Source: an optimization exercise on an open RTL-to-GDS flow (aim: a short achievable clock period and few clock cycles). Production flows keep margins and buffers that such runs may drop.
Function was not checked in any run shown here: the RTL went through the layout flow alone.
No activity file was given, so power comes from the tool's default toggle rates.

==> design/flow/design.v <==
module ks_add32(
    input [31:0] a,
    input [31:0] b,
    input cin,
    output [31:0] s
    );
    wire [31:0] p0 = a ^ b;
    wire [31:0] g0 = (a & b);
    wire [31:0] gi = {g0[31:1], g0[0] | (p0[0] & cin)};
    wire [31:0] g1, p1, g2, p2, g3, p3, g4, p4, g5;
    genvar i;
    generate
        for (i = 0; i < 32; i = i + 1) begin : lv
            if (i >= 1)  begin : a1 assign g1[i] = gi[i] | (p0[i] & gi[i-1]); assign p1[i] = p0[i] & p0[i-1]; end
            else         begin : b1 assign g1[i] = gi[i]; assign p1[i] = p0[i]; end
            if (i >= 2)  begin : a2 assign g2[i] = g1[i] | (p1[i] & g1[i-2]); assign p2[i] = p1[i] & p1[i-2]; end
            else         begin : b2 assign g2[i] = g1[i]; assign p2[i] = p1[i]; end
            if (i >= 4)  begin : a3 assign g3[i] = g2[i] | (p2[i] & g2[i-4]); assign p3[i] = p2[i] & p2[i-4]; end
            else         begin : b3 assign g3[i] = g2[i]; assign p3[i] = p2[i]; end
            if (i >= 8)  begin : a4 assign g4[i] = g3[i] | (p3[i] & g3[i-8]); assign p4[i] = p3[i] & p3[i-8]; end
            else         begin : b4 assign g4[i] = g3[i]; assign p4[i] = p3[i]; end
            if (i >= 16) begin : a5 assign g5[i] = g4[i] | (p4[i] & g4[i-16]); end
            else         begin : b5 assign g5[i] = g4[i]; end
        end
    endgenerate
    assign s = p0 ^ {g5[30:0], cin};
endmodule
module cmp_lt32s(
    input [31:0] a,
    input [31:0] b,
    output lt
    );
    wire [31:0] ua = {~a[31], a[30:0]};
    wire [31:0] ub = {~b[31], b[30:0]};
    wire [31:0] l0 = ~ua & ub;           
    wire [31:0] e0 = ~(ua ^ ub);         
    wire [15:0] l1, e1;
    wire [7:0]  l2, e2;
    wire [3:0]  l3, e3;
    wire [1:0]  l4, e4;
    genvar i;
    generate
        for (i = 0; i < 16; i = i + 1) begin : c1
            assign l1[i] = l0[2*i+1] | (e0[2*i+1] & l0[2*i]);
            assign e1[i] = e0[2*i+1] & e0[2*i];
        end
        for (i = 0; i < 8; i = i + 1) begin : c2
            assign l2[i] = l1[2*i+1] | (e1[2*i+1] & l1[2*i]);
            assign e2[i] = e1[2*i+1] & e1[2*i];
        end
        for (i = 0; i < 4; i = i + 1) begin : c3
            assign l3[i] = l2[2*i+1] | (e2[2*i+1] & l2[2*i]);
            assign e3[i] = e2[2*i+1] & e2[2*i];
        end
        for (i = 0; i < 2; i = i + 1) begin : c4
            assign l4[i] = l3[2*i+1] | (e3[2*i+1] & l3[2*i]);
            assign e4[i] = e3[2*i+1] & e3[2*i];
        end
    endgenerate
    assign lt = l4[1] | (e4[1] & l4[0]);
endmodule
module pipelined_cpu(
    input clk,
    input rst_n,
    output [15:0]imem_addr,
    input [31:0]imem_rdata,
    output [15:0]dmem_addr,
    output dmem_we,
    output [31:0]dmem_wdata,
    input [31:0]dmem_rdata,
    output debug_wb_have_inst,
    output [31:0]debug_wb_pc,
    output debug_wb_ena,
    output [4:0]debug_wb_reg,
    output [31:0]debug_wb_value
    );
    integer j;
    reg [31:0] pc_f_n;
    reg [15:0] imem_q;
    reg [15:0] bidx_q;          
    reg [31:0] m_res_n;
    reg [15:0] dmem_q;
    wire [31:0] pc_f = ~pc_f_n;
    wire [31:0] m_res = ~m_res_n;
    reg [32*32-1:0] rfv;        
    reg        bt_v   [0:15];
    reg [11:0] bt_tag [0:15];
    reg [15:0] bt_tgt [0:15];
    reg        bt_jal [0:15];
    reg [1:0]  bt_ctr [0:15];
    reg [6:0]  bt_hist [0:15];  
    reg [1:0]  bt_ch   [0:15];  
    reg        bt_ldir [0:15];  
    reg [1:0]  lpht    [0:127];
    reg        bt_fd   [0:15];  
    reg        bt_zr   [0:15];  
    reg [4:0]  bt_zrs  [0:15];  
    reg [2:0]  bt_ztt  [0:15];  
    reg        bt_fk   [0:15];  
    reg        bt_fz   [0:15];  
    reg        bt_fn   [0:15];  
    reg        e_valid, e_squash;
    reg [31:0] e_pc, e_link, e_timm;
    reg [15:0] e_link_oh;       
    reg [31:0] e_a, e_b, e_sd;
    reg [31:0] e_ca, e_cb;      
    reg [4:0]  e_shl, e_shr, e_sha;    
    reg        e_sd_late, e_a_late, e_b_late;
    reg        e_wen, e_ld, e_st, e_br, e_jal, e_jalr, e_pred, e_bhit;
    reg [15:0] e_k;             
    reg        e_beq, e_bne, e_blt, e_bge;
    reg [4:0]  e_rd;
    reg        e_s_add, e_s_sub, e_s_and, e_s_or, e_s_xor, e_s_sll, e_s_srl, e_s_sra, e_s_b, e_s_link;
    reg        e_zr, m_zr;
    reg [4:0]  e_zrs, m_zrs;
    reg [2:0]  e_ztt, m_ztt;
    reg [6:0]  e_lh, m_lh;
    reg [1:0]  e_lch, m_lch;
    reg        e_lbp, m_lbp;
    reg        m_valid, m_wen, m_ld, m_st, m_br, m_jal, m_jalr, m_jbad, m_taken, m_bhit, m_bok, m_kok;
    reg [31:0] m_pc, m_sd, m_tgt;
    reg [4:0]  m_rd;
    reg        w_valid, w_wen;
    reg [31:0] w_pc, w_val;
    reg [4:0]  w_rd;
    wire [15:0] bsel = bidx_q;
    reg [15:0] bt_match, bt_take;
    reg [15:0] pred_tgt;
    reg [6:0]  f_lh;
    reg [1:0]  f_lch;
    reg        f_lbp;
    always @* begin
        pred_tgt = 16'd0;
        f_lh = 7'd0;
        f_lch = 2'd0;
        f_lbp = 1'b0;
        for (j = 0; j < 16; j = j + 1) begin
            bt_match[j] = bsel[j] & bt_v[j] & (bt_tag[j] == pc_f[17:6]);
            bt_take[j] = bt_match[j] & (bt_jal[j] | bt_fd[j]);
            pred_tgt = pred_tgt | ({16{bsel[j]}} & bt_tgt[j]);
            f_lh = f_lh | ({7{bsel[j]}} & bt_hist[j]);
            f_lch = f_lch | ({2{bsel[j]}} & bt_ch[j]);
            f_lbp = f_lbp | (bsel[j] & bt_ctr[j][1]);
        end
    end
    wire lowpc = pc_f[31:18] == 14'd0;
    wire bt_hit = (|bt_match) & lowpc;
    wire pred_t = (|bt_take) & lowpc;
    wire [31:0] pc_inc = pc_f + 32'd4;
    wire [31:0] inst = imem_rdata;
    wire [6:0] opc = inst[6:0];
    wire is_r    = opc == 7'b0110011;
    wire is_i    = opc == 7'b0010011;
    wire is_ld   = opc == 7'b0000011;
    wire is_st   = opc == 7'b0100011;
    wire is_br   = opc == 7'b1100011;
    wire is_lui  = opc == 7'b0110111;
    wire is_jal  = opc == 7'b1101111;
    wire is_jalr = opc == 7'b1100111;
    wire [2:0] f3 = inst[14:12];
    wire [4:0] rs1 = inst[19:15];
    wire [4:0] rs2 = inst[24:20];
    wire [4:0] rd  = inst[11:7];
    wire alu_op = is_r | is_i;
    wire is_sh = alu_op & (f3 == 3'b001 || f3 == 3'b101);
    wire [31:0] imm_i = {{20{inst[31]}}, inst[31:20]};
    wire [31:0] imm_s = {{20{inst[31]}}, inst[31:25], inst[11:7]};
    wire [31:0] imm_b = {{19{inst[31]}}, inst[31], inst[7], inst[30:25], inst[11:8], 1'b0};
    wire [31:0] imm_u = {inst[31:12], 12'b0};
    wire [31:0] imm_j = {{11{inst[31]}}, inst[31], inst[19:12], inst[20], inst[30:21], 1'b0};
    wire use_a  = is_r | is_i | is_ld | is_st | is_br | is_jalr;
    wire b_reg  = is_r | is_br;
    wire wen    = is_r | is_i | is_ld | is_lui | is_jal | is_jalr;
    wire [31:0] imm_op = is_st ? imm_s : is_lui ? imm_u : imm_i;
    wire e_v = e_valid & ~e_squash;
    wire [31:0] A = e_a;
    wire [31:0] B = e_b;
    wire [31:0] LA = e_a_late ? dmem_rdata : e_a;
    wire [31:0] LB = e_b_late ? dmem_rdata : e_b;
    wire [31:0] SD = e_sd_late ? dmem_rdata : e_sd;
    wire [31:0] sum, diff;
    ks_add32 u_add(.a(A), .b(B), .cin(1'b0), .s(sum));
    ks_add32 u_sub(.a(A), .b(~B), .cin(1'b1), .s(diff));
    wire [31:0] sll_r = A << e_shl;
    wire [31:0] srl_r = A >> e_shr;
    wire [31:0] sra_r = $signed(A) >>> e_sha;
    wire [31:0] tgt_sum = e_pc + e_timm;
    wire [31:0] r_and = LA & LB;
    wire [31:0] r_or  = LA | LB;
    wire [31:0] r_xor = LA ^ LB;
    wire [31:0] e_result =
          ({32{e_s_add}}  & sum)
        | ({32{e_s_sub}}  & diff)
        | ({32{e_s_and}}  & r_and)
        | ({32{e_s_or}}   & r_or)
        | ({32{e_s_xor}}  & r_xor)
        | ({32{e_s_sll}}  & sll_r)
        | ({32{e_s_srl}}  & srl_r)
        | ({32{e_s_sra}}  & sra_r)
        | ({32{e_s_b}}    & B)
        | ({32{e_s_link}} & e_link);
    wire [31:0] m_val = m_ld ? dmem_rdata : m_res;
    wire e_fw = e_v & e_wen;
    wire e_m1 = e_fw & (e_rd == rs1) & (rs1 != 5'd0);
    wire e_m2 = e_fw & (e_rd == rs2) & (rs2 != 5'd0);
    wire m_m1 = m_wen & (m_rd == rs1) & (rs1 != 5'd0);
    wire m_m2 = m_wen & (m_rd == rs2) & (rs2 != 5'd0);
    wire e1_alu = e_m1 & ~e_ld;
    wire e2_alu = e_m2 & ~e_ld;
    wire late_ok = alu_op & (f3 == 3'b100 || f3 == 3'b110 || f3 == 3'b111);
    wire stall = e_ld & ((use_a & e_m1) | (b_reg & e_m2)) & ~late_ok;
    wire [31:0] rf1 = rfv[32*rs1 +: 32];
    wire [31:0] rf2 = rfv[32*rs2 +: 32];
    wire nz1 = rs1 != 5'd0;
    wire nz2 = rs2 != 5'd0;
    wire a_e  = e1_alu;
    wire a_m  = ~e_m1 & m_m1;
    wire a_rf = use_a & ~e_m1 & ~m_m1 & nz1;
    wire b_e  = b_reg & e2_alu;
    wire b_m  = b_reg & ~e_m2 & m_m2;
    wire b_rf = b_reg & ~e_m2 & ~m_m2 & nz2;
    wire b_im = ~b_reg;
    wire s_e  = e2_alu;
    wire s_m  = ~e_m2 & m_m2;
    wire s_rf = ~e_m2 & ~m_m2 & nz2;
    wire h_e  = is_sh & is_r & e2_alu;
    wire h_m  = is_sh & is_r & ~e_m2 & m_m2;
    wire h_rf = is_sh & is_r & ~e_m2 & ~m_m2 & nz2;
    wire h_im = is_sh & is_i;
    function [31:0] fwd_e;
        input g;
        begin
            fwd_e = ({32{g & e_s_add}}  & sum)
                  | ({32{g & e_s_sub}}  & diff)
                  | ({32{g & e_s_and}}  & r_and)
                  | ({32{g & e_s_or}}   & r_or)
                  | ({32{g & e_s_xor}}  & r_xor)
                  | ({32{g & e_s_sll}}  & sll_r)
                  | ({32{g & e_s_srl}}  & srl_r)
                  | ({32{g & e_s_sra}}  & sra_r)
                  | ({32{g & e_s_b}}    & B)
                  | ({32{g & e_s_link}} & e_link);
        end
    endfunction
    wire [31:0] fe_a = fwd_e(a_e);
    wire [31:0] fe_b = fwd_e(b_e);
    wire [31:0] fe_s = fwd_e(s_e);
    wire [31:0] fe_h = fwd_e(h_e);
    wire [31:0] a_next  = fe_a | ({32{a_m}} & m_val) | ({32{a_rf}} & rf1);
    wire [31:0] b_next  = fe_b | ({32{b_m}} & m_val) | ({32{b_rf}} & rf2) | ({32{b_im}} & imm_op);
    wire [31:0] ca_next = fwd_e(a_e & is_br) | ({32{a_m & is_br}} & m_val) | ({32{a_rf & is_br}} & rf1);
    wire [31:0] cb_next = fwd_e(b_e & is_br) | ({32{b_m & is_br}} & m_val) | ({32{b_rf & is_br}} & rf2);
    wire [31:0] sd_next = fe_s | ({32{s_m}} & m_val) | ({32{s_rf}} & rf2);
    wire [4:0]  sh_next = fe_h[4:0] | ({5{h_m}} & m_val[4:0]) | ({5{h_rf}} & rf2[4:0]) | ({5{h_im}} & inst[24:20]);
    wire eq = A == B;
    wire lt;
    cmp_lt32s u_lt(.a(A), .b(B), .lt(lt));
    wire taken = (e_beq & eq) | (e_bne & ~eq) | (e_blt & lt) | (e_bge & ~lt);
    wire eq2 = e_ca == e_cb;
    wire lt2;
    cmp_lt32s u_lt2(.a(e_ca), .b(e_cb), .lt(lt2));
    wire taken2 = (e_beq & eq2) | (e_bne & ~eq2) | (e_blt & lt2) | (e_bge & ~lt2);
    wire go = e_jal | (e_br & taken);           
    wire jalr_ok = e_pred & (A[31:1] == {14'd0, e_k, 1'b0});
    wire mispred = e_v & (e_jalr ? ~jalr_ok : (go != e_pred));
    wire [31:0] jalr_tgt = {sum[31:1], 1'b0};
    wire [31:0] act_tgt = e_jalr ? jalr_tgt : tgt_sum;
    wire e_brv = e_v & e_br;
    wire nb_btgt = e_v & e_jal & ~e_pred;                               
    wire nb_link = e_v & e_pred & ~e_jal & ~e_jalr & ~e_br;             
    wire sel_jalr = e_v & e_jalr & ~jalr_ok;
    wire nb_fd = ~(e_brv | nb_btgt | nb_link | sel_jalr);
    wire sel_hold = stall;
    wire sel_ptgt = ~stall & pred_t;
    wire sel_inc  = ~stall & ~pred_t;
    function [15:0] oh4;
        input [3:0] x;
        oh4 = 16'd1 << x;
    endfunction
    wire [15:0] inc_oh = {bidx_q[14:0], bidx_q[15]};    
    wire [15:0] fd_oh = ({16{sel_hold}} & bidx_q) | ({16{sel_ptgt}} & oh4(pred_tgt[3:0])) | ({16{sel_inc}} & inc_oh);
    wire [31:0] fd_pc = ({32{sel_hold}} & pc_f) | ({32{sel_ptgt}} & {14'd0, pred_tgt, 2'b00}) | ({32{sel_inc}} & pc_inc);
    wire [31:0] pc_tk = e_pred ? fd_pc : tgt_sum;
    wire [31:0] pc_nt = e_brv ? (e_pred ? e_link : fd_pc)
                      : ({32{nb_btgt}} & tgt_sum) | ({32{nb_link}} & e_link)
                      | ({32{sel_jalr}} & jalr_tgt) | ({32{nb_fd}} & fd_pc);
    wire [15:0] oh_tk = e_pred ? fd_oh : oh4(tgt_sum[5:2]);
    wire [15:0] oh_nt = e_brv ? (e_pred ? e_link_oh : fd_oh)
                      : ({16{nb_btgt}} & oh4(tgt_sum[5:2])) | ({16{nb_link}} & e_link_oh)
                      | ({16{sel_jalr}} & oh4(jalr_tgt[5:2])) | ({16{nb_fd}} & fd_oh);
    wire [31:0] pc_next = (e_brv & taken) ? pc_tk : pc_nt;
    wire [31:0] pc_next2 = (e_brv & taken2) ? pc_tk : pc_nt;
    wire [15:0] bidx_next = (e_brv & taken2) ? oh_tk : oh_nt;
    always @(posedge clk or negedge rst_n) begin
        if (!rst_n) begin
            pc_f_n <= 32'hffffffff;
            imem_q <= 16'd0;
            bidx_q <= 16'd1;
        end else begin
            pc_f_n <= ~pc_next;
            imem_q <= pc_next2[17:2];
            bidx_q <= bidx_next;
        end
    end
    wire [15:0] usel = 16'd1 << m_pc[5:2];
    wire u_go = m_jal | m_jalr | (m_br & m_taken);
    wire u_alloc = u_go & m_bok & (~m_bhit | m_jbad) & (~m_jalr | m_kok);
    wire u_cnt = m_br & m_bhit;
    always @(posedge clk or negedge rst_n) begin
        if (!rst_n) begin
            for (j = 0; j < 16; j = j + 1) bt_v[j] <= 1'b0;
        end else begin
            for (j = 0; j < 16; j = j + 1)
                if (u_alloc & usel[j]) bt_v[j] <= 1'b1;
        end
    end
    wire e_zok = (e_s_and | e_s_or | e_s_xor) & ~e_a_late & ~e_b_late;
    wire ez_e = (e_s_and & ~|(A & B)) | (e_s_or & ~|(A | B)) | (e_s_xor & (A == B));
    wire en_e = (e_s_and & A[31] & B[31]) | (e_s_or & (A[31] | B[31])) | (e_s_xor & (A[31] ^ B[31]));
    wire rz_m = m_res == 32'd0;          
    wire rz_w = w_val == 32'd0;
    wire fd_wr = wen & (rd != 5'd0);
    reg  ez_ok [0:15];
    reg  ez_dir [0:15];
    reg  ez_w [0:15];
    reg  ez_z, ez_n;
    integer jj;
    always @* begin
        for (jj = 0; jj < 16; jj = jj + 1) begin
            ez_ok[jj] = bt_zr[jj] & ~(fd_wr & (rd == bt_zrs[jj]));
            ez_w[jj] = w_valid & w_wen & (w_rd == bt_zrs[jj]);
            if (bt_zrs[jj] == 5'd0) begin
                ez_z = 1'b1; ez_n = 1'b0;
            end else if (e_fw & (e_rd == bt_zrs[jj])) begin
                ez_z = ez_e; ez_n = en_e;
                if (~e_zok) ez_ok[jj] = 1'b0;
            end else if (m_wen & (m_rd == bt_zrs[jj])) begin
                ez_z = rz_m; ez_n = m_res[31];
                if (m_ld) ez_ok[jj] = 1'b0;
            end else if (ez_w[jj]) begin
                ez_z = rz_w; ez_n = w_val[31];
            end else begin
                ez_z = bt_fz[jj]; ez_n = bt_fn[jj];
                if (~bt_fk[jj]) ez_ok[jj] = 1'b0;
            end
            ez_dir[jj] = ez_n ? bt_ztt[jj][2] : ez_z ? bt_ztt[jj][1] : bt_ztt[jj][0];
        end
    end
    wire zr_now = is_br & ((rs1 == 5'd0) | (rs2 == 5'd0));
    wire [4:0] zrs_now = (rs2 == 5'd0) ? rs1 : rs2;
    wire [2:0] ztt_now = (f3 == 3'b000) ? 3'b010 :                           
                         (f3 == 3'b001) ? 3'b101 :                           
                         (f3 == 3'b100) ? ((rs2 == 5'd0) ? 3'b100 : 3'b001) :  
                         (f3 == 3'b101) ? ((rs2 == 5'd0) ? 3'b011 : 3'b110) :  
                                          3'b000;
    reg        lu_v, lu_t, lu_bp;
    reg [3:0]  lu_idx;
    reg [6:0]  lu_li, lu_pc, lu_hist;
    reg [1:0]  lu_lp, lu_ch;
    reg        x_v;
    reg [3:0]  x_idx;
    reg [6:0]  x_li;
    wire [6:0] li_o = m_lh ^ m_pc[8:2];
    always @(posedge clk or negedge rst_n) begin
        if (!rst_n) begin
            lu_v <= 1'b0;
            x_v <= 1'b0;
        end else begin
            lu_v <= u_cnt;
            x_v <= lu_v;
        end
    end
    always @(posedge clk) begin
        lu_t <= m_taken;
        lu_bp <= m_lbp;
        lu_idx <= m_pc[5:2];
        lu_li <= li_o;
        lu_pc <= m_pc[8:2];
        lu_lp <= lpht[li_o];
        lu_ch <= m_lch;
        lu_hist <= m_lh;
    end
    wire [1:0] lp_n = lu_t ? ((lu_lp == 2'b11) ? 2'b11 : lu_lp + 2'd1)
                           : ((lu_lp == 2'b00) ? 2'b00 : lu_lp - 2'd1);
    wire [6:0] hist_n = {lu_hist[5:0], lu_t};
    wire [1:0] ch_n = (lu_bp == lu_lp[1]) ? lu_ch :
                      (lu_lp[1] == lu_t) ? ((lu_ch == 2'b11) ? 2'b11 : lu_ch + 2'd1)
                                         : ((lu_ch == 2'b00) ? 2'b00 : lu_ch - 2'd1);
    integer q;
    always @(posedge clk or negedge rst_n) begin
        if (!rst_n) begin
            for (q = 0; q < 128; q = q + 1) lpht[q] <= 2'b01;
        end else if (lu_v) begin
            lpht[lu_li] <= lp_n;
        end
    end
    always @(posedge clk) begin
        x_idx <= lu_idx;
        x_li <= hist_n ^ lu_pc;
    end
    wire ldir_x = lpht[x_li][1];
    wire [15:0] lsel = 16'd1 << lu_idx;
    wire [15:0] xsel = 16'd1 << x_idx;
    reg ch_nx [0:15];
    reg ld_nx [0:15];
    always @* begin
        for (jj = 0; jj < 16; jj = jj + 1) begin
            ch_nx[jj] = (lu_v & lsel[jj]) ? ch_n[1] : bt_ch[jj][1];
            ld_nx[jj] = (x_v & xsel[jj]) ? ldir_x : bt_ldir[jj];
        end
    end
    reg ctr_nx [0:15];
    always @* begin
        for (jj = 0; jj < 16; jj = jj + 1) begin
            ctr_nx[jj] = bt_ctr[jj][1];
            if (u_cnt & usel[jj])
                ctr_nx[jj] = m_taken ? (bt_ctr[jj] != 2'b00) : (bt_ctr[jj] == 2'b11);
        end
    end
    always @(posedge clk) begin
        for (j = 0; j < 16; j = j + 1) begin
            if (u_alloc & usel[j]) begin
                bt_fd[j] <= 1'b1;
                bt_zr[j] <= m_zr;
                bt_zrs[j] <= m_zrs;
                bt_ztt[j] <= m_ztt;
                bt_fk[j] <= 1'b0;
                bt_hist[j] <= 7'd1;
                bt_ch[j] <= 2'b01;
                bt_ldir[j] <= 1'b1;
            end else begin
                bt_fd[j] <= ez_ok[j] ? ez_dir[j] : ch_nx[j] ? ld_nx[j] : ctr_nx[j];
                if (lu_v & lsel[j]) begin
                    bt_hist[j] <= hist_n;
                    bt_ch[j] <= ch_n;
                end
                if (x_v & xsel[j])
                    bt_ldir[j] <= ldir_x;
                if (ez_w[j]) begin
                    bt_fk[j] <= 1'b1;
                    bt_fz[j] <= rz_w;
                    bt_fn[j] <= w_val[31];
                end
            end
        end
    end
    always @(posedge clk) begin
        for (j = 0; j < 16; j = j + 1) begin
            if (u_alloc & usel[j]) begin
                bt_tag[j] <= m_pc[17:6];
                bt_tgt[j] <= m_tgt[17:2];
                bt_jal[j] <= m_jal | m_jalr;
                bt_ctr[j] <= 2'b10;
            end else if (u_cnt & usel[j]) begin
                if (m_taken) begin
                    if (bt_ctr[j] != 2'b11) bt_ctr[j] <= bt_ctr[j] + 2'd1;
                end else begin
                    if (bt_ctr[j] != 2'b00) bt_ctr[j] <= bt_ctr[j] - 2'd1;
                end
            end
        end
    end
    always @(posedge clk or negedge rst_n) begin
        if (!rst_n) begin
            e_valid <= 1'b0; e_squash <= 1'b0; e_sd_late <= 1'b0; e_a_late <= 1'b0; e_b_late <= 1'b0;
            e_wen <= 1'b0; e_ld <= 1'b0; e_st <= 1'b0; e_br <= 1'b0; e_jal <= 1'b0; e_jalr <= 1'b0;
            e_pred <= 1'b0; e_bhit <= 1'b0;
            e_beq <= 1'b0; e_bne <= 1'b0; e_blt <= 1'b0; e_bge <= 1'b0;
            e_s_add <= 1'b0; e_s_sub <= 1'b0; e_s_and <= 1'b0; e_s_or <= 1'b0; e_s_xor <= 1'b0;
            e_s_sll <= 1'b0; e_s_srl <= 1'b0; e_s_sra <= 1'b0; e_s_b <= 1'b0; e_s_link <= 1'b0;
        end else begin
            e_valid <= 1'b1;
            e_squash <= mispred | stall;
            e_sd_late <= e_m2 & e_ld;
            e_a_late <= use_a & e_m1 & e_ld;
            e_b_late <= b_reg & e_m2 & e_ld;
            e_wen <= wen; e_ld <= is_ld; e_st <= is_st; e_br <= is_br; e_jal <= is_jal; e_jalr <= is_jalr;
            e_pred <= pred_t; e_bhit <= bt_hit;
            e_beq <= is_br & f3 == 3'b000;
            e_bne <= is_br & f3 == 3'b001;
            e_blt <= is_br & f3 == 3'b100;
            e_bge <= is_br & f3 == 3'b101;
            e_s_add <= is_ld | is_st | (alu_op & f3 == 3'b000 & ~(is_r & inst[30]));
            e_s_sub <= is_r & f3 == 3'b000 & inst[30];
            e_s_and <= alu_op & f3 == 3'b111;
            e_s_or  <= alu_op & f3 == 3'b110;
            e_s_xor <= alu_op & f3 == 3'b100;
            e_s_sll <= alu_op & f3 == 3'b001;
            e_s_srl <= alu_op & f3 == 3'b101 & ~inst[30];
            e_s_sra <= alu_op & f3 == 3'b101 & inst[30];
            e_s_b   <= is_lui;
            e_s_link <= is_jal | is_jalr;
        end
    end
    always @(posedge clk) begin
        e_pc <= pc_f;
        e_link <= pc_inc;
        e_rd <= rd;          
        e_zr <= zr_now;
        e_lh <= f_lh;
        e_lch <= f_lch;
        e_lbp <= f_lbp;
        e_zrs <= zrs_now;
        e_ztt <= ztt_now;
        e_link_oh <= inc_oh;
        e_timm <= is_jal ? imm_j : imm_b;
        e_k <= pred_tgt;
        e_a  <= a_next;
        e_b  <= b_next;
        e_ca <= ca_next;
        e_cb <= cb_next;
        e_sd <= sd_next;
        e_shl <= sh_next & {5{f3 == 3'b001}};
        e_shr <= sh_next & {5{f3 == 3'b101 & ~inst[30]}};
        e_sha <= sh_next & {5{f3 == 3'b101 & inst[30]}};
    end
    always @(posedge clk or negedge rst_n) begin
        if (!rst_n) begin
            m_valid <= 1'b0; m_wen <= 1'b0; m_ld <= 1'b0; m_st <= 1'b0; m_br <= 1'b0; m_jal <= 1'b0;
            m_jalr <= 1'b0; m_jbad <= 1'b0; m_kok <= 1'b0;
            m_taken <= 1'b0; m_bhit <= 1'b0; m_bok <= 1'b0;
        end else begin
            m_valid <= e_v;
            m_wen <= e_v & e_wen;
            m_ld <= e_v & e_ld;
            m_st <= e_v & e_st;
            m_br <= e_v & e_br;
            m_jal <= e_v & e_jal;
            m_jalr <= e_v & e_jalr;
            m_jbad <= e_jalr & ~jalr_ok;
            m_kok <= B == 32'd0;
            m_taken <= taken;
            m_bhit <= e_bhit;
            m_bok <= (e_pc[31:18] == 14'd0) & (act_tgt[31:18] == 14'd0);
        end
    end
    always @(posedge clk) begin
        m_pc <= e_pc;
        m_res_n <= ~e_result;
        dmem_q <= e_result[17:2];
        m_sd <= SD;
        m_tgt <= act_tgt;
        m_rd <= e_rd;
        m_zr <= e_zr;
        m_lh <= e_lh;
        m_lch <= e_lch;
        m_lbp <= e_lbp;
        m_zrs <= e_zrs;
        m_ztt <= e_ztt;
    end
    wire [31:0] decw = 32'd1 << m_rd;
    always @(posedge clk) begin
        for (j = 1; j < 32; j = j + 1)
            if (m_wen && decw[j])
                rfv[32*j +: 32] <= m_val;
    end
    always @(posedge clk or negedge rst_n) begin
        if (!rst_n) begin
            w_valid <= 1'b0;
        end else begin
            w_valid <= m_valid;
        end
    end
    always @(posedge clk) begin
        w_pc <= m_pc;
        w_wen <= m_wen;      
        w_rd <= m_rd;
        w_val <= m_val;
    end
    assign imem_addr = imem_q;
    assign dmem_addr = dmem_q;
    assign dmem_we = m_st;
    assign dmem_wdata = m_sd;
    assign debug_wb_have_inst = w_valid;
    assign debug_wb_pc = w_pc;
    assign debug_wb_ena = w_wen;
    assign debug_wb_reg = w_rd;
    assign debug_wb_value = w_val;
endmodule
==> design/flow/flow/run.sh <==
#!/bin/bash
# Standard layout with three changes, all in how the layout is made:
#  - ABC maps the logic against a delay target (flow/abc_speed.script replaces ORFS's);
#  - timing repair aims at a tighter setup margin;
#  - each timing repair runs a second time, to continue from where the first stopped.
# Everything else is ORFS's own scripts, copied unchanged.
set -euo pipefail
rm -rf scripts_mod
cp -r "$FLOW_HOME/scripts" scripts_mod
cp flow/abc_speed.script scripts_mod/abc_speed.script
sed -i '0,/^  log_cmd repair_timing {\*}\$additional_args$/s//  log_cmd repair_timing {*}$additional_args\n  log_cmd repair_timing {*}$additional_args/' scripts_mod/util.tcl
bash standard.sh SCRIPTS_DIR="$PWD/scripts_mod" SETUP_SLACK_MARGIN=6.5 finish > standard_flow.log 2>&1
==> design/flow/flow/abc_speed.script <==
strash
dch -f
map -D 1500
buffer -p
upsize -D 1500
dnsize -D 1500
stime -p
==> design/flow/standard.sh <==
#!/bin/bash
# synth_recipe.tcl (not shown) runs the flow's synth.tcl, then flattens the netlist and writes it again
# the make line also repeats each setting of config.mk as NAME=value (left out here)
make -C /OpenROAD-flow-scripts/flow DESIGN_CONFIG=/design/flow/config.mk WORK_HOME=/design/flow/orfs CLKGATE_MAP_FILE= SYNTH_SCRIPT=/design/flow/synth_recipe.tcl "${@:-finish}"
==> design/flow/config.mk <==
export PLATFORM = sky130hd
export DESIGN_NAME = pipelined_cpu
export DESIGN_NICKNAME = pipelined_cpu
export VERILOG_FILES = /design/flow/design.v
export SDC_FILE = /design/flow/constraint.sdc
export NUM_CORES = 8
export LEC_CHECK = 0
export CAP_MARGIN = 40
export CORE_MARGIN = 2
export CORE_UTILIZATION = 35
export SLEW_MARGIN = 40
==> design/flow/constraint.sdc <==
create_clock -name core_clock -period 9.0 [get_ports {clk}]
set_input_delay 1.8000 -clock core_clock [delete_from_list [all_inputs] [get_ports {clk}]]
set_output_delay 1.8000 -clock core_clock [all_outputs]
set_load 0.01 [all_outputs]
==> results of run 1 <==
[layout make-up]
| type | instances | share of cell area (%) |
|---|---|---|
| diodes | 57 | 0.0711 |
| inverters | 1185 | 2.73 |
| flip-flops and latches | 2799 | 37.4 |
| multi-input cells | 11659 | 37.9 |
| repair buffers | 2094 | 12.9 |
| repair inverters | 43 | 0.332 |
| clock buffers | 432 | 4.43 |
| clock inverters | 157 | 0.928 |
| well taps | 5474 | 3.41 |
[worst min path at each step]
stage                          start  slack (ns)               end
global placement    m_pc[30]$_DFF_P_        0.31  w_pc[30]$_DFF_P_
CTS                 e_zrs[4]$_DFF_P_        0.33  m_zrs[4]$_DFF_P_
floorplan              m_lbp$_DFF_P_        0.31     lu_bp$_DFF_P_
global route        m_pc[31]$_DFF_P_        0.33  w_pc[31]$_DFF_P_
finish              e_zrs[4]$_DFF_P_        0.32  m_zrs[4]$_DFF_P_
detailed placement  m_pc[25]$_DFF_P_        0.31  w_pc[25]$_DFF_P_
[critical path, stage by stage, from the launching register on]
cell	delay, ns
dfrtp_1	0.37
inv_1	0.10
nor2_4	0.09
nand2_2	0.06
buf_4	0.36
clkinv_2	0.40
nand3b_1	0.32
nor2_4	0.09
buf_6	0.12
buf_6	0.11
nor4_4	0.37
buf_12	0.21
inv_16	0.06
a211oi_4	0.41
a221oi_2	0.08
nand2_1	0.11
nor2_2	0.05
nor2_1	0.12
[cell usage in the layout, fill, tap and decap left out, types with 130 or more instances in the layout]
| master | count |
|---|---|
| nand2_1 | 3057 |
| edfxtp_1 | 1632 |
| nor2_1 | 1204 |
| a21oi_1 | 1058 |
| buf_4 | 982 |
| o21ai_0 | 935 |
| inv_1 | 905 |
| dfxtp_1 | 605 |
| nand3_1 | 523 |
| buf_6 | 467 |
| clkbuf_16 | 339 |
| nand4_1 | 336 |
| buf_12 | 283 |
| o21ai_1 | 265 |
| o211ai_1 | 230 |
| o21ai_2 | 214 |
| ha_1 | 208 |
| nand2_2 | 199 |
| a21oi_2 | 196 |
| dfrtp_1 | 194 |
| nand2_4 | 190 |
| nor2_4 | 182 |
| a32oi_1 | 176 |
| a22oi_1 | 164 |
| dfstp_2 | 155 |
| nor3_1 | 152 |
| xor2_1 | 140 |
| o22ai_1 | 140 |
| clkinvlp_4 | 138 |
| buf_16 | 130 |
[per-layer routing]
| metal | part of all wire (%) | wire length, um | GRT usage, % | vias to the layer above |
|---|---|---|---|---|
| li1 | - | - | - | 62213 |
| met1 | 35 | 283000 | 45.4 | 72754 |
| met2 | 40 | 319000 | 51.0 | 12950 |
| met3 | 16 | 127000 | 14.4 | 3508 |
| met4 | 9.3 | 75000 | 26.9 | 46 |
| met5 | 0.053 | 423 | 0 | - |
[report_power, final]
part           total [mW]  leakage, nW  switching (mW)  internal (mW)
logic                8.79         44.4            5.81           2.98
registers            15.3         26.9           0.976           14.4
clock network        13.6         5.20            5.91           7.72
total                37.8         76.5            12.7           25.1
[logic make-up (layout without fill, tap and decap cells)]
family                     after synthesis  count (layout)  share of synthesized area [%]
and+or+nand+nor                       6563            6574                           19.3
other                                    1              58                        0.00259
DFF                                   2799            2799                           51.5
AOI/OAI and AO/OA                     4464            4464                           18.8
muxes                                   62              62                          0.463
buffers and inverters                 2166            3911                           5.90
xor gates and xnor gates               301             301                           1.82
adders and majority gates              257             257                           2.24
[what timing repair did]
item	CTS	global route
pin swaps	1178	630
setup endpoints to repair	3027	782
buffers inserted	1154	207
cloned	183	18
resized for setup	4295	779
[metrics by stage]
| step | hold WS, ns | cell area, um2 | total power, mW | std cells | util, % |
|---|---|---|---|---|---|
| 2_1_floorplan | 0.310 | 148000 | 18.3 | 16613 | - |
| 3_3_place_gp | 0.310 | 155000 | 21.2 | 21672 | 37.6 |
| 3_5_place_dp | 0.312 | 156000 | 21.2 | 21691 | 37.8 |
| 4_1_cts | 0.325 | 195000 | 36.7 | 23617 | 47.2 |
| 5_1_grt | 0.329 | 201000 | 38.4 | 23870 | 48.6 |
| 6_report | 0.323 | 201000 | 37.8 | 23900 | 48.6 |
[registers in the layout (all words and copies together), names as in the netlist, 48 cells and up]
name	flops
bt_hist	112
bt_ztt	48
bt_tgt	256
bt_tag	192
bt_zrs	80
lpht	256
rfv	992
==> run summary, run 1 <==
WP data required=9.88 ns; Layout fillers=36810; mapped cell area=145000 um2; Skew-Pair Late Insertion Delay=1.02 ns; Sequential Area=75000 um2; Area contributors post-synth=edfxtp_1 (34%), dfxtp_1 (11%), nand2_1 (9.0%), o21ai_0 (5.1%), a21oi_1 (4.5%); R2R depth=17; worst hold-check path type=flip-flop to flip-flop; first-pass GRT wire length=1090000 um; clock-pin slew on the worst setup and hold paths=0.07 ns; hold depth=0; crit end category=flip-flop; most instantiated library cell after synthesis=nand2_1; IO Pins=202; Async S/R FF share, synth=13.5%; Setup CP Type=flip-flop to flip-flop; TritonCTS buffer count=321; Starting Density=35.1%; Reg2Reg Setup Slack=5.43 ns; initial antenna violation count=61; share of cells above drive strength 1=29.7%; Core Box Area=413000 um2; vias per cell=6.34; die height=647 um; peak supply drop=158 uV; cell count after synthesis=16613; status=timing/DRC/antenna clean; Worst Setup EP=e_ca[5]$_DFF_P_; GP Congestion=1.07; standard-cell rows=236; Chip Width=647 um; clk root buf=clkbuf_16; drt first pass iters=9; crit start category=flip-flop; initial drt markers=25895; via count=151471; Place WS=2.88 ns; f_max=280 MHz; post-route ant nets=0; share of the synthesized area in the top cell type=33.9%; number of flops mapped to enable cells by yosys=1632; Post-DP HPWL=472000 um; max-slew violation count=0; CTS tree=done; CTS Buffer Depth=4; NumNets Final=18426; Worst R2R End=e_ca[5]$_DFF_P_; Post-synth top cells=nand2_1 (3466), edfxtp_1 (1632), nor2_1 (1480); largest net degree at the start of global routing=125; dominant synthesized flop cell=edfxtp_1; clk sinks=2799; Synth area leader=edfxtp_1; hold-fix buffers at CTS=0; CP max FO=19; Leakage=76.5 nW; CP startpoint=e_valid$_DFF_PN0_; WL/cell=33.7 um; H-tree levels=5; Multi-input gate area=75900 um2; die area=419000 um2; sequential fraction of the synthesis area=51.5%; gr usage total=36.6%; drt total wl=805000 um; Final TNS setup=0 ns; synthesized area per cell=8.71 um2; setup ws final=5.43 ns; IO Port Bufs=201; crit path DAT=4.45 ns; RSZ-0062 raised after global routing=yes; FF-to-FF Start=e_valid$_DFF_PN0_; area delta synth->final=38.6%; Slew HR=29.6%; PD cells=188 nW/um2; library cells used by synthesis=95; grt ovf=0; register bit total from synthesis=2799; Worst Tran Pin Value=1.05 ns; post-synth net total=16936; synth warn=55; final critical-path required period=3.57 ns; Final Setup Violations=0; Final Hold Vio Count=0; Max Cap Violations=0; Fin Clk Skew=0.0880 ns; vias in the first global route=138104; Post-route DRC=0; period utilization=39.7%
==> inputs of run 2 (changes only) <==
--- a/design/flow/flow/run.sh
+++ b/design/flow/flow/run.sh
@@ -11,2 +11,2 @@
 sed -i '0,/^  log_cmd repair_timing {\*}\$additional_args$/s//  log_cmd repair_timing {*}$additional_args\n  log_cmd repair_timing {*}$additional_args/' scripts_mod/util.tcl
-bash standard.sh SCRIPTS_DIR="$PWD/scripts_mod" SETUP_SLACK_MARGIN=6.5 finish > standard_flow.log 2>&1
+bash standard.sh SCRIPTS_DIR="$PWD/scripts_mod" SETUP_SLACK_MARGIN=6.0 finish > standard_flow.log 2>&1
==> run 2 against run 1 <==
Compared with the run above: still clean; worst setup slack improved by 0.00068 ns; flip-flop and latch count unchanged; hold slack got worse by 0.030 ns.
==> run summary, run 2 <==
mapped cell area=145000 um2 (unchanged); post-synth net total=16936 (unchanged); Leakage=73.8 nW (-3.5%); vias in the first global route=134710 (-2.5%); die height=647 um (unchanged); Worst Tran Pin Value=1.02 ns (-0.0312 ns); Max Cap Violations=0 (unchanged); R2R depth=20 (+3); GP Congestion=1.08 (+0.56%); initial drt markers=24290 (-6.2%); share of cells above drive strength 1=26.5% (-3.2 points); post-route ant nets=0 (unchanged); Fin Clk Skew=0.0998 ns (+0.0119 ns); IO Port Bufs=201 (unchanged); Layout fillers=38041 (+3.3%); Final TNS setup=0 ns (unchanged); setup ws final=5.43 ns (+0.000680 ns); Skew-Pair Late Insertion Delay=1.04 ns (+0.02 ns); H-tree levels=5 (unchanged); clk root buf=clkbuf_16; WL/cell=34.0 um (+0.91%); crit start category=flip-flop; max reg flops=992 (unchanged); IO Pins=202 (unchanged); NumNets Final=18152 (-1.5%); via count=148394 (-2.0%); Design Power=37.2 mW (-1.5%); CP max FO=4 (-15); final critical-path required period=3.57 ns (-0.000680 ns); register bit total from synthesis=2799 (unchanged); first-pass GRT wire length=1080000 um (-0.54%); Multi-input gate area=73700 um2 (-2.9%); sequential fraction of the synthesis area=51.5% (unchanged); Slew HR=31.7% (+2.1 points); RSZ-0062 raised after global routing=yes; CP startpoint=e_a[0]$_DFF_P_; clock-pin slew on the worst setup and hold paths=0.06 ns (about the same); Starting Density=35.1% (unchanged); Largest regs=rfv x992, bt_tgt x256, lpht x256; status=timing/DRC/antenna clean; worst hold-check path type=flip-flop to flip-flop; synth warn=55 (unchanged); largest net degree at the start of global routing=150 (+20%); highest metal used=met5; library cells used by synthesis=95 (unchanged); period utilization=39.7% (about the same); most instantiated library cell after synthesis=nand2_1; met1 WL=295000 um (+4.2%); Sequential Area=74900 um2 (-0.11%); drt first pass iters=7 (-2); met3 wire len=116000 um (-7.9%); FF-to-FF Start=e_a[0]$_DFF_P_; Reg2Reg Setup Slack=5.43 ns (about the same); Post-route DRC=0 (unchanged); clk sinks=2799 (unchanged); most frequent cells in the layout=nand2_1 (3150), edfxtp_1 (1632), nor2_1 (1225), a21oi_1 (1147), o21ai_0 (1067); commonest non-fill, non-tap cell in the layout=nand2_1; Core Box Area=413000 um2 (unchanged); Area contributors post-synth=edfxtp_1 (34%), dfxtp_1 (11%), nand2_1 (9.0%), o21ai_0 (5.1%), a21oi_1 (4.5%); f_max=280 MHz (about the same); TritonCTS buffer count=322 (+0.31%); Async S/R FF share, synth=13.5% (unchanged); area delta synth->final=34.1%; Place WS=2.81 ns (-0.0784 ns); synthesized area per cell=8.71 um2 (unchanged); initial antenna violation count=71 (+16%); crit end category=flip-flop; gr usage total=36.5% (about the same); number of flops mapped to enable cells by yosys=1632 (unchanged); peak supply drop=183 uV (+16%); Synth area leader=edfxtp_1; cell count after synthesis=16613 (unchanged); Setup CP Type=flip-flop to flip-flop; Chip Width=647 um (unchanged); drt total wl=803000 um (-0.25%); Final Hold Vio Count=0 (unchanged); hold-fix buffers at CTS=0 (unchanged); grt ovf=0 (unchanged); Post-synth top cells=nand2_1 (3466), edfxtp_1 (1632), nor2_1 (1480); Top reg by flops=rfv; standard-cell rows=236 (unchanged); crit path DAT=4.45 ns (about the same); vias per cell=6.28 (-0.89%); Post-DP HPWL=489000 um (+3.7%); share of the synthesized area in the top cell type=33.9% (unchanged); dominant synthesized flop cell=edfxtp_1; Final Setup Violations=0 (unchanged); die area=419000 um2 (unchanged); PD cells=192 nW/um2 (+1.8%); WP data required=9.88 ns (about the same); max-slew violation count=0 (unchanged); CTS Buffer Depth=4 (unchanged); Worst Setup EP=e_ca[20]$_DFF_P_; metal2 WL=321000 um (+0.53%); CTS tree=done; Worst R2R End=e_ca[20]$_DFF_P_
==> run 2: report_power, final <==
part | internal, mW | total [mW] | switching (mW)
Sequential | 14.3 | 15.2 | 0.860
Combinational | 2.72 | 8.48 | 5.76
Clock | 7.69 | 13.5 | 5.81
Total | 24.7 | 37.2 | 12.4
==> run 2: logic make-up (layout without fill, tap and decap cells) <==
group,after synthesis,in the layout,synth area share [%]
AND/OR/NAND/NOR,6563,6574,19.3
multiplexers,62,62,0.463
buffers and inverters,2166,3639,5.90
other,1,55,0.00259
XOR/XNOR,301,301,1.82
flip-flops,2799,2799,51.5
adder cells (fa/ha/maj),257,257,2.24
AO/OA/AOI/OAI,4464,4464,18.8
==> run 2: cell type report <==
type | count | share of cell area, %
inverter | 1185 | 2.77
multi-input combinational | 11659 | 38.0
antenna | 54 | 0.0697
timing repair inverter | 25 | 0.204
clock buffer | 444 | 4.68
timing repair buffer | 1837 | 11.3
tap | 5474 | 3.53
sequential | 2799 | 38.6
clock inverter | 148 | 0.813
==> run 2: how the worst min path moves through the flow <==
stage | startpoint | to | slack, ns | depth (start not counted)
floorplan | m_lbp$_DFF_P_ | lu_bp$_DFF_P_ | 0.31 | 0
global placement | m_pc[28]$_DFF_P_ | w_pc[28]$_DFF_P_ | 0.31 | 0
detailed placement | e_zrs[3]$_DFF_P_ | m_zrs[3]$_DFF_P_ | 0.31 | 0
CTS | e_zrs[1]$_DFF_P_ | m_zrs[1]$_DFF_P_ | 0.30 | 0
global route | e_zrs[1]$_DFF_P_ | m_zrs[1]$_DFF_P_ | 0.29 | 0
finish | e_zrs[1]$_DFF_P_ | m_zrs[1]$_DFF_P_ | 0.29 | 0
==> run 2: through the flow <==
stage                     util (%)  instances  hold WS, ns  cell area (um2)
after floorplan                  -      16613        0.310           147000
after global routing          47.0      23594        0.293           194000
final                         47.0      23625        0.292           194000
after global placement        37.5      21703        0.310           155000
after detailed placement      37.7      21713        0.312           155000
after CTS                     45.6      23291        0.297           188000
==> run 2: repair_timing <==
action                                  4_1_cts  5_1_grt
endpoints found under the hold margin         0        0
resized for setup                          3567      745
gates cloned                                138       19
pin swaps                                   810      508
buffers inserted                            848      257
endpoints found under the setup margin     1175      575
==> run 2: per-layer routing <==
metal,vias to the layer above,GRT usage (%)
li1,61684,-
met1,71773,47.1
met2,11949,51.2
met3,2956,12.4
met4,32,25.2
met5,-,0
==> run 2: worst max-delay path, stage by stage, from the launching register on <==
cell	delay (ns)
dfxtp_2	0.34
buf_8	0.14
buf_6	0.11
buf_6	0.09
buf_6	0.10
ha_4	0.14
fa_2	0.23
nand3_2	0.10
nand3_4	0.10
nand2_4	0.06
a21oi_4	0.28
a21boi_4	0.14
nor3_4	0.16
nor2_2	0.05
buf_6	0.13
buf_6	0.11
o211ai_1	0.30
nand3_4	0.33
o211ai_1	0.34
nand2_1	0.10
o221ai_2	0.08
==> inputs of run 3 (changes only) <==
--- a/design/flow/design.v
+++ b/design/flow/design.v
@@ -90,6 +90,2 @@
     reg [1:0]  bt_ctr [0:15];
-    reg [6:0]  bt_hist [0:15];  
-    reg [1:0]  bt_ch   [0:15];  
-    reg        bt_ldir [0:15];  
-    reg [1:0]  lpht    [0:127];
     reg        bt_fd   [0:15];  
@@ -106,2 +102,3 @@
     reg [31:0] e_ca, e_cb;      
+    reg [31:0] e_ca2, e_cb2;    
     reg [4:0]  e_shl, e_shr, e_sha;    
@@ -116,5 +113,2 @@
     reg [2:0]  e_ztt, m_ztt;
-    reg [6:0]  e_lh, m_lh;
-    reg [1:0]  e_lch, m_lch;
-    reg        e_lbp, m_lbp;
     reg        m_valid, m_wen, m_ld, m_st, m_br, m_jal, m_jalr, m_jbad, m_taken, m_bhit, m_bok, m_kok;
@@ -128,10 +122,4 @@
     reg [15:0] pred_tgt;
-    reg [6:0]  f_lh;
-    reg [1:0]  f_lch;
-    reg        f_lbp;
     always @* begin
         pred_tgt = 16'd0;
-        f_lh = 7'd0;
-        f_lch = 2'd0;
-        f_lbp = 1'b0;
         for (j = 0; j < 16; j = j + 1) begin
@@ -140,5 +128,2 @@
             pred_tgt = pred_tgt | ({16{bsel[j]}} & bt_tgt[j]);
-            f_lh = f_lh | ({7{bsel[j]}} & bt_hist[j]);
-            f_lch = f_lch | ({2{bsel[j]}} & bt_ch[j]);
-            f_lbp = f_lbp | (bsel[j] & bt_ctr[j][1]);
         end
@@ -250,16 +235,19 @@
     wire [31:0] b_next  = fe_b | ({32{b_m}} & m_val) | ({32{b_rf}} & rf2) | ({32{b_im}} & imm_op);
-    wire [31:0] ca_next = fwd_e(a_e & is_br) | ({32{a_m & is_br}} & m_val) | ({32{a_rf & is_br}} & rf1);
-    wire [31:0] cb_next = fwd_e(b_e & is_br) | ({32{b_m & is_br}} & m_val) | ({32{b_rf & is_br}} & rf2);
+    wire c_op = is_br | is_jalr;
+    wire [31:0] ca_next = fwd_e(a_e & c_op) | ({32{a_m & c_op}} & m_val) | ({32{a_rf & c_op}} & rf1);
+    wire [31:0] cb_next = fwd_e(b_e & c_op) | ({32{b_m & c_op}} & m_val) | ({32{b_rf & c_op}} & rf2);
+    wire [31:0] ca2_next = fwd_e(a_e & is_br) | ({32{a_m & is_br}} & m_val) | ({32{a_rf & is_br}} & rf1);
+    wire [31:0] cb2_next = fwd_e(b_e & is_br) | ({32{b_m & is_br}} & m_val) | ({32{b_rf & is_br}} & rf2);
     wire [31:0] sd_next = fe_s | ({32{s_m}} & m_val) | ({32{s_rf}} & rf2);
     wire [4:0]  sh_next = fe_h[4:0] | ({5{h_m}} & m_val[4:0]) | ({5{h_rf}} & rf2[4:0]) | ({5{h_im}} & inst[24:20]);
-    wire eq = A == B;
+    wire eq = e_ca == e_cb;
     wire lt;
-    cmp_lt32s u_lt(.a(A), .b(B), .lt(lt));
+    cmp_lt32s u_lt(.a(e_ca), .b(e_cb), .lt(lt));
     wire taken = (e_beq & eq) | (e_bne & ~eq) | (e_blt & lt) | (e_bge & ~lt);
-    wire eq2 = e_ca == e_cb;
+    wire eq2 = e_ca2 == e_cb2;
     wire lt2;
-    cmp_lt32s u_lt2(.a(e_ca), .b(e_cb), .lt(lt2));
+    cmp_lt32s u_lt2(.a(e_ca2), .b(e_cb2), .lt(lt2));
     wire taken2 = (e_beq & eq2) | (e_bne & ~eq2) | (e_blt & lt2) | (e_bge & ~lt2);
     wire go = e_jal | (e_br & taken);           
-    wire jalr_ok = e_pred & (A[31:1] == {14'd0, e_k, 1'b0});
+    wire jalr_ok = e_pred & (e_ca[31:1] == {14'd0, e_k, 1'b0});
     wire mispred = e_v & (e_jalr ? ~jalr_ok : (go != e_pred));
@@ -355,58 +343,2 @@
                                           3'b000;
-    reg        lu_v, lu_t, lu_bp;
-    reg [3:0]  lu_idx;
-    reg [6:0]  lu_li, lu_pc, lu_hist;
-    reg [1:0]  lu_lp, lu_ch;
-    reg        x_v;
-    reg [3:0]  x_idx;
-    reg [6:0]  x_li;
-    wire [6:0] li_o = m_lh ^ m_pc[8:2];
-    always @(posedge clk or negedge rst_n) begin
-        if (!rst_n) begin
-            lu_v <= 1'b0;
-            x_v <= 1'b0;
-        end else begin
-            lu_v <= u_cnt;
-            x_v <= lu_v;
-        end
-    end
-    always @(posedge clk) begin
-        lu_t <= m_taken;
-        lu_bp <= m_lbp;
-        lu_idx <= m_pc[5:2];
-        lu_li <= li_o;
-        lu_pc <= m_pc[8:2];
-        lu_lp <= lpht[li_o];
-        lu_ch <= m_lch;
-        lu_hist <= m_lh;
-    end
-    wire [1:0] lp_n = lu_t ? ((lu_lp == 2'b11) ? 2'b11 : lu_lp + 2'd1)
-                           : ((lu_lp == 2'b00) ? 2'b00 : lu_lp - 2'd1);
-    wire [6:0] hist_n = {lu_hist[5:0], lu_t};
-    wire [1:0] ch_n = (lu_bp == lu_lp[1]) ? lu_ch :
-                      (lu_lp[1] == lu_t) ? ((lu_ch == 2'b11) ? 2'b11 : lu_ch + 2'd1)
-                                         : ((lu_ch == 2'b00) ? 2'b00 : lu_ch - 2'd1);
-    integer q;
-    always @(posedge clk or negedge rst_n) begin
-        if (!rst_n) begin
-            for (q = 0; q < 128; q = q + 1) lpht[q] <= 2'b01;
-        end else if (lu_v) begin
-            lpht[lu_li] <= lp_n;
-        end
-    end
-    always @(posedge clk) begin
-        x_idx <= lu_idx;
-        x_li <= hist_n ^ lu_pc;
-    end
-    wire ldir_x = lpht[x_li][1];
-    wire [15:0] lsel = 16'd1 << lu_idx;
-    wire [15:0] xsel = 16'd1 << x_idx;
-    reg ch_nx [0:15];
-    reg ld_nx [0:15];
-    always @* begin
-        for (jj = 0; jj < 16; jj = jj + 1) begin
-            ch_nx[jj] = (lu_v & lsel[jj]) ? ch_n[1] : bt_ch[jj][1];
-            ld_nx[jj] = (x_v & xsel[jj]) ? ldir_x : bt_ldir[jj];
-        end
-    end
     reg ctr_nx [0:15];
@@ -427,13 +359,4 @@
                 bt_fk[j] <= 1'b0;
-                bt_hist[j] <= 7'd1;
-                bt_ch[j] <= 2'b01;
-                bt_ldir[j] <= 1'b1;
             end else begin
-                bt_fd[j] <= ez_ok[j] ? ez_dir[j] : ch_nx[j] ? ld_nx[j] : ctr_nx[j];
-                if (lu_v & lsel[j]) begin
-                    bt_hist[j] <= hist_n;
-                    bt_ch[j] <= ch_n;
-                end
-                if (x_v & xsel[j])
-                    bt_ldir[j] <= ldir_x;
+                bt_fd[j] <= ez_ok[j] ? ez_dir[j] : ctr_nx[j];
                 if (ez_w[j]) begin
@@ -466,3 +389,3 @@
             e_wen <= 1'b0; e_ld <= 1'b0; e_st <= 1'b0; e_br <= 1'b0; e_jal <= 1'b0; e_jalr <= 1'b0;
-            e_pred <= 1'b0; e_bhit <= 1'b0;
+            e_pred <= 1'b0; e_bhit <= 1'b0; e_rd <= 5'd0;
             e_beq <= 1'b0; e_bne <= 1'b0; e_blt <= 1'b0; e_bge <= 1'b0;
@@ -478,2 +401,3 @@
             e_pred <= pred_t; e_bhit <= bt_hit;
+            e_rd <= rd;
             e_beq <= is_br & f3 == 3'b000;
@@ -497,7 +421,3 @@
         e_link <= pc_inc;
-        e_rd <= rd;          
         e_zr <= zr_now;
-        e_lh <= f_lh;
-        e_lch <= f_lch;
-        e_lbp <= f_lbp;
         e_zrs <= zrs_now;
@@ -511,2 +431,4 @@
         e_cb <= cb_next;
+        e_ca2 <= ca2_next;
+        e_cb2 <= cb2_next;
         e_sd <= sd_next;
@@ -520,3 +442,3 @@
             m_jalr <= 1'b0; m_jbad <= 1'b0; m_kok <= 1'b0;
-            m_taken <= 1'b0; m_bhit <= 1'b0; m_bok <= 1'b0;
+            m_taken <= 1'b0; m_bhit <= 1'b0; m_bok <= 1'b0; m_rd <= 5'd0;
         end else begin
@@ -534,2 +456,3 @@
             m_bok <= (e_pc[31:18] == 14'd0) & (act_tgt[31:18] == 14'd0);
+            m_rd <= e_rd;
         end
@@ -542,7 +465,3 @@
         m_tgt <= act_tgt;
-        m_rd <= e_rd;
         m_zr <= e_zr;
-        m_lh <= e_lh;
-        m_lch <= e_lch;
-        m_lbp <= e_lbp;
         m_zrs <= e_zrs;
@@ -558,5 +477,7 @@
         if (!rst_n) begin
-            w_valid <= 1'b0;
+            w_valid <= 1'b0; w_wen <= 1'b0; w_rd <= 5'd0;
         end else begin
             w_valid <= m_valid;
+            w_wen <= m_wen;
+            w_rd <= m_rd;
         end
@@ -565,4 +486,2 @@
         w_pc <= m_pc;
-        w_wen <= m_wen;      
-        w_rd <= m_rd;
         w_val <= m_val;
==> design/flow/flow/run.sh (replaced) <==
#!/bin/bash
# Standard layout with two changes: ABC maps the logic against a delay target
# (flow/abc_speed.script replaces ORFS's), and timing repair aims at a tighter
# setup margin. Everything else is ORFS's own scripts, copied unchanged.
set -euo pipefail
rm -rf scripts_mod
cp -r "$FLOW_HOME/scripts" scripts_mod
cp flow/abc_speed.script scripts_mod/abc_speed.script
bash standard.sh SCRIPTS_DIR="$PWD/scripts_mod" SETUP_SLACK_MARGIN=6.5 finish > standard_flow.log 2>&1
--- a/design/flow/config.mk
+++ b/design/flow/config.mk
@@ -7,5 +7,5 @@
 export LEC_CHECK = 0
-export CAP_MARGIN = 40
+export CAP_MARGIN = 20
 export CORE_MARGIN = 2
-export CORE_UTILIZATION = 35
-export SLEW_MARGIN = 40
+export CORE_UTILIZATION = 40
+export SLEW_MARGIN = 20
==> run 3 against run 2 <==
Compared with the run above: still clean on timing, DRC and antenna; count of clock-buffer cells in the layout decreased by 76; register-to-register slack got worse by 0.18 ns; fmax decreased by 5.2%; largest power group unchanged.
==> run summary, run 3 <==
area delta synth->final=33.4%; met3 global-route usage=16.8% (+4.4 points); Sequential Area=65300 um2 (-13%); Internal Power=21.5 mW (-13%); Final Hold Vio Count=0 (unchanged); Post-synth top cells=nand2_1 (2815), edfxtp_1 (1632), o21ai_0 (1370); Chip Width=567 um (-12%); CTS tree=done; via count=131386 (-11%); Multi-input gate area=64400 um2 (-13%); Layout fillers=27951 (-27%); Clock power frac=37.0% (+0.7 points); number of flops mapped to enable cells by yosys=1632 (unchanged); Slew HR=18.2% (-13 points); Place WS=2.77 ns (-0.0324 ns); layer with the highest usage=met2; Fin Clk Skew=0.0892 ns (-0.0106 ns); Post-DP HPWL=436000 um (-11%); NumNets Final=15660 (-14%); initial antenna violation count=69 (-2.8%); Area contributors post-synth=edfxtp_1 (39%), dfxtp_1 (9.9%), nand2_1 (8.3%), o21ai_0 (5.4%), a21oi_1 (4.3%); IO Port Bufs=201 (unchanged); met1 usage=54.3% (+7.3 points); post-synth net total=14618 (-14%); Final TNS setup=0 ns (unchanged); Async S/R FF share, synth=5.68% (-7.8 points); commonest non-fill, non-tap cell in the layout=nand2_1; max-slew violation count=0 (unchanged); standard-cell rows=206 (-13%); crit path DAT=4.46 ns (about the same); die height=567 um (-12%); Skew-Pair Late Insertion Delay=0.96 ns (-0.08 ns); share of power burned in registers=41.2% (+0.3 points); WP data required=9.69 ns (-0.19 ns); met2 Resource Use GR=59.9% (+8.7 points); drt first pass iters=13 (+6); Comb pwr share=21.9% (-0.9 points); switching power share of the total=32.9% (-0.54 points); most instantiated library cell after synthesis=nand2_1; share of the synthesized area in the top cell type=38.6% (+4.8 points); final critical-path required period=3.77 ns (+0.195 ns); clk sinks=2395 (-14%); most frequent cells in the layout=nand2_1 (2567), edfxtp_1 (1632), nor2_1 (996), a21oi_1 (952), o21ai_0 (952); synth warn=49 (-11%); clk root buf=clkbuf_16; vias per cell=6.65 (+5.8%); sequential fraction of the synthesis area=51.3% (-0.21 points); status=timing/DRC/antenna clean; register bit total from synthesis=2395 (-14%); placed cells=18134 (-16%); first-pass GRT wire length=976000 um (-9.6%); WL/cell=37.1 um (+9.1%); initial drt markers=22699 (-6.6%); library cells used by synthesis=99 (+4.2%); share of cells above drive strength 1=25.9% (-0.56 points); setup ws final=5.23 ns (-0.195 ns); IO Pins=202 (unchanged); Setup CP Type=input pin to flip-flop; CTS Buffer Depth=4 (unchanged); vias in the first global route=117734 (-13%); RSZ-0062 raised after global routing=yes; mapped cell area=127000 um2 (-12%); post-route ant nets=0 (unchanged); synthesized area per cell=8.87 um2 (+1.9%); GP Congestion=1.11 (+2.9%); TritonCTS buffer count=280 (-13%); Synth area leader=edfxtp_1; peak supply drop=159 uV (-13%); H-tree levels=5 (unchanged); Largest regs=rfv x992, bt_tgt x256, bt_tag x192; crit start category=input pin; cell count after synthesis=14295 (-14%); dominant synthesized flop cell=edfxtp_1; gr usage total=43.6% (+7.0 points); largest net degree at the start of global routing=79 (-47%); f_max=265 MHz (-5.2%); Top reg by flops=rfv; hold-fix buffers at CTS=0 (unchanged); die area=322000 um2 (-23%); Leakage=63.9 nW (-13%); Post-route DRC=0 (unchanged); worst hold-check path type=flip-flop to flip-flop; P_sw=10.6 mW (-15%); Worst Tran Pin Value=1.22 ns (+0.202 ns); Final Setup Violations=0 (unchanged); final hold slack=0.292 ns (-0.000547 ns); Core Box Area=315000 um2 (-24%); Starting Density=40.2% (+5.2 points); grt ovf=0 (unchanged); Max Cap Violations=0 (unchanged); crit end category=flip-flop; clock-pin slew on the worst setup and hold paths=0.06 ns (about the same); final cell count without fillers=19769 (-16%); drt total wl=733000 um (-8.7%); CP max FO=34 (+30); period utilization=41.9% (+2.2 points); PD cells=190 nW/um2 (-1.0%); Design Power=32.1 mW (-14%); max reg flops=992 (unchanged)
==> run 3: changes by cell type after synthesis, moves of 42 or more <==
cell / before / now
nor3_1: 198 / 156
a21oi_1: 1300 / 1100
nand3_1: 664 / 399
dfstp_2: 161 / 33
dfrtp_1: 217 / 103
nor2_1: 1480 / 1202
buf_2: 199 / 247
clkbuf_1: 687 / 581
o211ai_1: 230 / 277
dfxtp_1: 789 / 627
inv_1: 1122 / 1003
nand4_1: 336 / 234
nand2_1: 3466 / 2815
o21ai_0: 1464 / 1370
==> run 3: worst max-delay path, stage by stage <==
cell,delay [ns]
buf_16,0.15
nor4_4,0.41
inv_2,0.10
nand2_2,0.09
nor2_4,0.05
buf_12,0.16
nand2_8,0.16
buf_4,0.18
buf_16,0.26
nor2_1,0.11
inv_2,0.22
nor2_1,0.09
o41ai_2,0.34
nand3_1,0.24
==> run 3: layout make-up <==
type | count | area share, %
clock buffers | 368 | 4.60
repair buffers | 1634 | 11.8
multi-input cells | 9956 | 38.1
clock inverters | 136 | 0.939
repair inverters | 21 | 0.118
flip-flops and latches | 2395 | 38.6
inverters | 1049 | 2.68
well taps | 4160 | 3.08
diodes | 50 | 0.0740
==> run 3: layer usage <==
metal	vias to the layer above	wire, um
li1	53554	-
met1	63143	260000
met2	11648	289000
met3	3005	112000
met4	36	71900
met5	-	594
==> run 3: final timing paths <==
kind	startpoint	endpoint	slack [ns]	depth (start not counted)
max	imem_rdata[24]	e_b[20]$_DFF_P_	5.23	14
min	e_zr$_DFF_P_	m_zr$_DFF_P_	0.29	0
max reg2reg	e_a[3]$_DFF_P_	e_a[16]$_DFF_P_	5.25	13
min reg2reg	e_zr$_DFF_P_	m_zr$_DFF_P_	0.29	0
max in group asynchronous	rst_n	e_b_late$_DFF_PN0_	6.72	2
min in group asynchronous	rst_n	bt_v[14]$_DFFE_PN0P_	0.83	1
==> run 3: kinds of logic after synthesis <==
| family | count (synthesis) | synth area share [%] |
|---|---|---|
| AOI/OAI and AO/OA | 4180 | 20.4 |
| xor gates and xnor gates | 261 | 1.80 |
| adders and majority gates | 257 | 2.55 |
| buffers and inverters | 1950 | 6.13 |
| DFF | 2395 | 51.3 |
| muxes | 74 | 0.620 |
| other | 1 | 0.00296 |
| and+or+nand+nor | 5177 | 17.2 |
==> run 3: stage by stage <==
step	cell area, um2	utilization [%]
floorplan	130000	-
global placement	135000	42.9
detailed placement	135000	42.9
CTS	164000	52.1
global route	169000	53.6
finish	169000	53.7
==> run 3: repair_timing <==
item	CTS	global route
pin swaps	466	325
gates resized for setup	3207	654
cloned	137	17
buffers inserted	714	208
endpoints found under the setup margin	2778	1132
==> run 3: power groups by stage <==
stage,Sequential [mW],Clock [mW],Combinational [mW]
6_report,13.2,11.9,7.01
5_1_grt,13.2,12.3,7.15
4_1_cts,13.2,11.8,6.34
3_5_place_dp,13.4,0,5.26
3_3_place_gp,13.4,0,5.26
2_1_floorplan,13.1,0,2.90

what the ideal ports hide:
No port has a modelled driver above. Below, the same layouts with a new extraction and two added sets of constraints.
Step 1 assumes that a clkbuf_16 drives the clock port and a buf_2 every other input.
Step 2 times the ports against the registers' clock, not the clock port: input delays grow and output delays shrink by t, the midpoint of the rising clock arrivals with the driver on.
Three values: no drivers, after step 1, after step 2; two values: the first two.
run | shift t [ns] | setup slack, ns | worst setup path at the end | worst register clock-pin slew, ns
run 1 | 1.080 | 5.427 / 5.157 / 4.077 | input to register | 0.07 / 0.07
run 2 | 1.101 | 5.427 / 5.290 / 4.189 | input to register | 0.07 / 0.07
run 3 | 1.018 | 5.233 / 5.067 / 4.050 | input to register | 0.07 / 0.07
After both steps every run listed still meets setup and hold. For run 1, which loses most, drivers alone change the setup slack by -0.270 ns; drivers and shift together by -1.350 ns.
